Context: an optimization exercise on an open-source flow, tuned for a short achievable clock period and few clock cycles. The choices shown serve that exercise and are no tape-out recipe.
Power and IR drop assume default switching activity.

## P
## CPU
module CPU(
  input clk, rst, ready,
  input [15:0] data_in,
  output reg load, store,
  output reg code_seg, data_seg, stack_seg,
  output alu_wb,
  output [23:0] addr_out,
  output [15:0] data_out
  );
export LEC_CHECK = 0
export CAP_MARGIN = 75
export CORE_MARGIN = 2
export CORE_UTILIZATION = 50
export SETUP_SLACK_MARGIN = 5
export SLEW_MARGIN = 75
create_clock -name core_clock -period 13.0 [get_ports {clk}]
standard.sh (not shown) runs the stock make flow with config.mk's settings and CLKGATE_MAP_FILE= SYNTH_SCRIPT=/design/flow/synth_recipe.tcl, a recipe that flattens the netlist after the stock synthesis.
==> flow/flow/run.sh <==
#!/bin/bash
# Own layout flow: the standard flow, with two changes to how cells are
# chosen after synthesis:
#  - every input and output port is buffered with sky130_fd_sc_hd__buf_4
#    (the standard flow lets the resizer pick the port buffer, and it picks a
#    delay cell, clkdlybuf4s50_1);
#  - the delay cells (clkdlybuf4s*, dlygate*, dlymetal*) are added to the
#    platform's DONT_USE_CELLS for the steps after synthesis, so the resizer
#    does not repair slew and long wires with delay cells.
# Synthesis is the standard synthesis, run unchanged.
set -euo pipefail
bash standard.sh synth > flow_synth.log 2>&1
# the platform's own list, as ORFS's make reads it
base=$(make -s -C "$FLOW_HOME" DESIGN_CONFIG="$PWD/config.mk" WORK_HOME="$PWD/orfs" print-DONT_USE_CELLS 2> flow_dont_use.log | sed -n 's/^DONT_USE_CELLS: *//p')
echo "platform DONT_USE_CELLS: $base" >> flow_dont_use.log
[[ -n "$base" ]] || { echo "no DONT_USE_CELLS from ORFS" >&2; exit 1; }
delay="sky130_fd_sc_hd__clkdlybuf4s15_1 sky130_fd_sc_hd__clkdlybuf4s15_2 sky130_fd_sc_hd__clkdlybuf4s18_1 sky130_fd_sc_hd__clkdlybuf4s18_2 sky130_fd_sc_hd__clkdlybuf4s25_1 sky130_fd_sc_hd__clkdlybuf4s25_2 sky130_fd_sc_hd__clkdlybuf4s50_1 sky130_fd_sc_hd__clkdlybuf4s50_2 sky130_fd_sc_hd__dlygate4sd1_1 sky130_fd_sc_hd__dlygate4sd2_1 sky130_fd_sc_hd__dlygate4sd3_1 sky130_fd_sc_hd__dlymetal6s2s_1 sky130_fd_sc_hd__dlymetal6s4s_1 sky130_fd_sc_hd__dlymetal6s6s_1"
export BUFFER_PORTS_ARGS="-buffer_cell sky130_fd_sc_hd__buf_4"
bash standard.sh finish "DONT_USE_CELLS=$base $delay" > flow_layout.log 2>&1
P finished end to end and its layout was clean on timing, DRC and antenna.
diff inputs: P => Q
# P
export LEC_CHECK = 0
export CAP_MARGIN = 75
export CORE_MARGIN = 2
export CORE_UTILIZATION = 50
export SETUP_SLACK_MARGIN = 5
export SLEW_MARGIN = 75
create_clock -name core_clock -period 13.0 [get_ports {clk}]
# Q
export LEC_CHECK = 0
export CAP_MARGIN = 75
export CORE_MARGIN = 2
export CORE_UTILIZATION = 55
export SETUP_SLACK_MARGIN = 5
export SLEW_MARGIN = 75
create_clock -name core_clock -period 13.0 [get_ports {clk}]
==> flow/flow/run.sh <==
#!/bin/bash
# Own layout flow: the standard flow, with two changes to how cells are
# chosen after synthesis:
#  - every input and output port is buffered with sky130_fd_sc_hd__buf_4
#    (the standard flow lets the resizer pick the port buffer, and it picks a
#    delay cell, clkdlybuf4s50_1);
#  - the delay cells (clkdlybuf4s*, dlygate*, dlymetal*) are kept out of the
#    resizer's buffering, so long wires are not repaired with delay cells.
# Synthesis is the standard synthesis, run unchanged.
set -euo pipefail
bash standard.sh synth > flow_synth.log 2>&1
export DONT_USE_CELLS="sky130_fd_sc_hd__clkdlybuf4s15_1 sky130_fd_sc_hd__clkdlybuf4s15_2 sky130_fd_sc_hd__clkdlybuf4s18_1 sky130_fd_sc_hd__clkdlybuf4s18_2 sky130_fd_sc_hd__clkdlybuf4s25_1 sky130_fd_sc_hd__clkdlybuf4s25_2 sky130_fd_sc_hd__clkdlybuf4s50_1 sky130_fd_sc_hd__clkdlybuf4s50_2 sky130_fd_sc_hd__dlygate4sd1_1 sky130_fd_sc_hd__dlygate4sd2_1 sky130_fd_sc_hd__dlygate4sd3_1 sky130_fd_sc_hd__dlymetal6s2s_1 sky130_fd_sc_hd__dlymetal6s4s_1 sky130_fd_sc_hd__dlymetal6s6s_1"
export BUFFER_PORTS_ARGS="-buffer_cell sky130_fd_sc_hd__buf_4"
bash standard.sh > flow_layout.log 2>&1
==> comparison <==
Of P and Q, Q shows the lower total power, with P above it. Reported leakage power: Q lower than P. Looking at clock network fraction of total power, Q sits 1.4 points lower than P does. Of P and Q, the lower first-pass GRT wire length belongs to Q. Die area | Q < P.
Changes in R relative to Q:
# Q
export LEC_CHECK = 0
export CAP_MARGIN = 75
export CORE_MARGIN = 2
export CORE_UTILIZATION = 55
export SETUP_SLACK_MARGIN = 5
export SLEW_MARGIN = 75
create_clock -name core_clock -period 13.0 [get_ports {clk}]
# R
export LEC_CHECK = 0
export CAP_MARGIN = 70
export CORE_MARGIN = 2
export CORE_UTILIZATION = 60
export SETUP_SLACK_MARGIN = 5
export SLEW_MARGIN = 70
create_clock -name core_clock -period 13.0 [get_ports {clk}]
==> flow/flow/run.sh <==
#!/bin/bash
# Own layout flow: the standard flow, with two changes to how cells are
# chosen after synthesis:
#  - every input and output port is buffered with sky130_fd_sc_hd__buf_4
#    (the standard flow lets the resizer pick the port buffer, and it picks a
#    delay cell, clkdlybuf4s50_1);
#  - the delay cells (clkdlybuf4s*, dlygate*, dlymetal*) are added to the
#    platform's DONT_USE_CELLS for the steps after synthesis, so the resizer
#    does not repair slew and long wires with delay cells.
# Synthesis is the standard synthesis, run unchanged.
set -euo pipefail
bash standard.sh synth > flow_synth.log 2>&1
# the platform's own list, as ORFS's make reads it
base=$(make -s -C "$FLOW_HOME" DESIGN_CONFIG="$PWD/config.mk" WORK_HOME="$PWD/orfs" print-DONT_USE_CELLS 2> flow_dont_use.log | sed -n 's/^DONT_USE_CELLS: *//p')
echo "platform DONT_USE_CELLS: $base" >> flow_dont_use.log
[[ -n "$base" ]] || { echo "no DONT_USE_CELLS from ORFS" >&2; exit 1; }
delay="sky130_fd_sc_hd__clkdlybuf4s15_1 sky130_fd_sc_hd__clkdlybuf4s15_2 sky130_fd_sc_hd__clkdlybuf4s18_1 sky130_fd_sc_hd__clkdlybuf4s18_2 sky130_fd_sc_hd__clkdlybuf4s25_1 sky130_fd_sc_hd__clkdlybuf4s25_2 sky130_fd_sc_hd__clkdlybuf4s50_1 sky130_fd_sc_hd__clkdlybuf4s50_2 sky130_fd_sc_hd__dlygate4sd1_1 sky130_fd_sc_hd__dlygate4sd2_1 sky130_fd_sc_hd__dlygate4sd3_1 sky130_fd_sc_hd__dlymetal6s2s_1 sky130_fd_sc_hd__dlymetal6s4s_1 sky130_fd_sc_hd__dlymetal6s6s_1"
export BUFFER_PORTS_ARGS="-buffer_cell sky130_fd_sc_hd__buf_4"
bash standard.sh finish "DONT_USE_CELLS=$base $delay" > flow_layout.log 2>&1
### Flow results
- Number of cells produced by synthesis: R vs Q identical
- On wire length of the first global-routing pass: between R and Q, it ends up higher for Q.
- Total power of the final layout down 3.4% in R wrt Q
- What R reported for area enclosed by the die boundary has to be multiplied by 1.09 to get the figure for Q.
Function was not checked in any run of this note: the RTL went through the layout flow alone.

[port drivers added, routing unchanged]
No port has a modelled driver above. Below, the same layouts with a new extraction and two added sets of constraints. Step 1 (the two cells are an assumption about what drives the block):
set clk [get_ports {clk}]
set_driving_cell -lib_cell sky130_fd_sc_hd__clkbuf_16 $clk
set_driving_cell -lib_cell sky130_fd_sc_hd__buf_2 [delete_from_list [all_inputs] $clk]
Step 2 times the ports against the registers' clock, not the clock port: input delays grow and output delays shrink by t, the midpoint of the rising clock arrivals with the driver on. Three values: no drivers, after step 1, after step 2; two values: the first two.
run	shift t [ns]	slack for setup (ns)	worst hold slack (ns)
P	0.699	8.646 / 8.654 / 7.956	0.483 / 0.483 / 0.483
Q	0.681	8.752 / 8.767 / 8.086	0.482 / 0.482 / 0.482
R	0.678	8.590 / 8.608 / 7.930	0.480 / 0.480 / 0.480
After both steps every run listed still meets setup and hold. For P, which loses most, drivers alone change the setup slack by +0.008 ns; drivers and shift together by -0.690 ns.
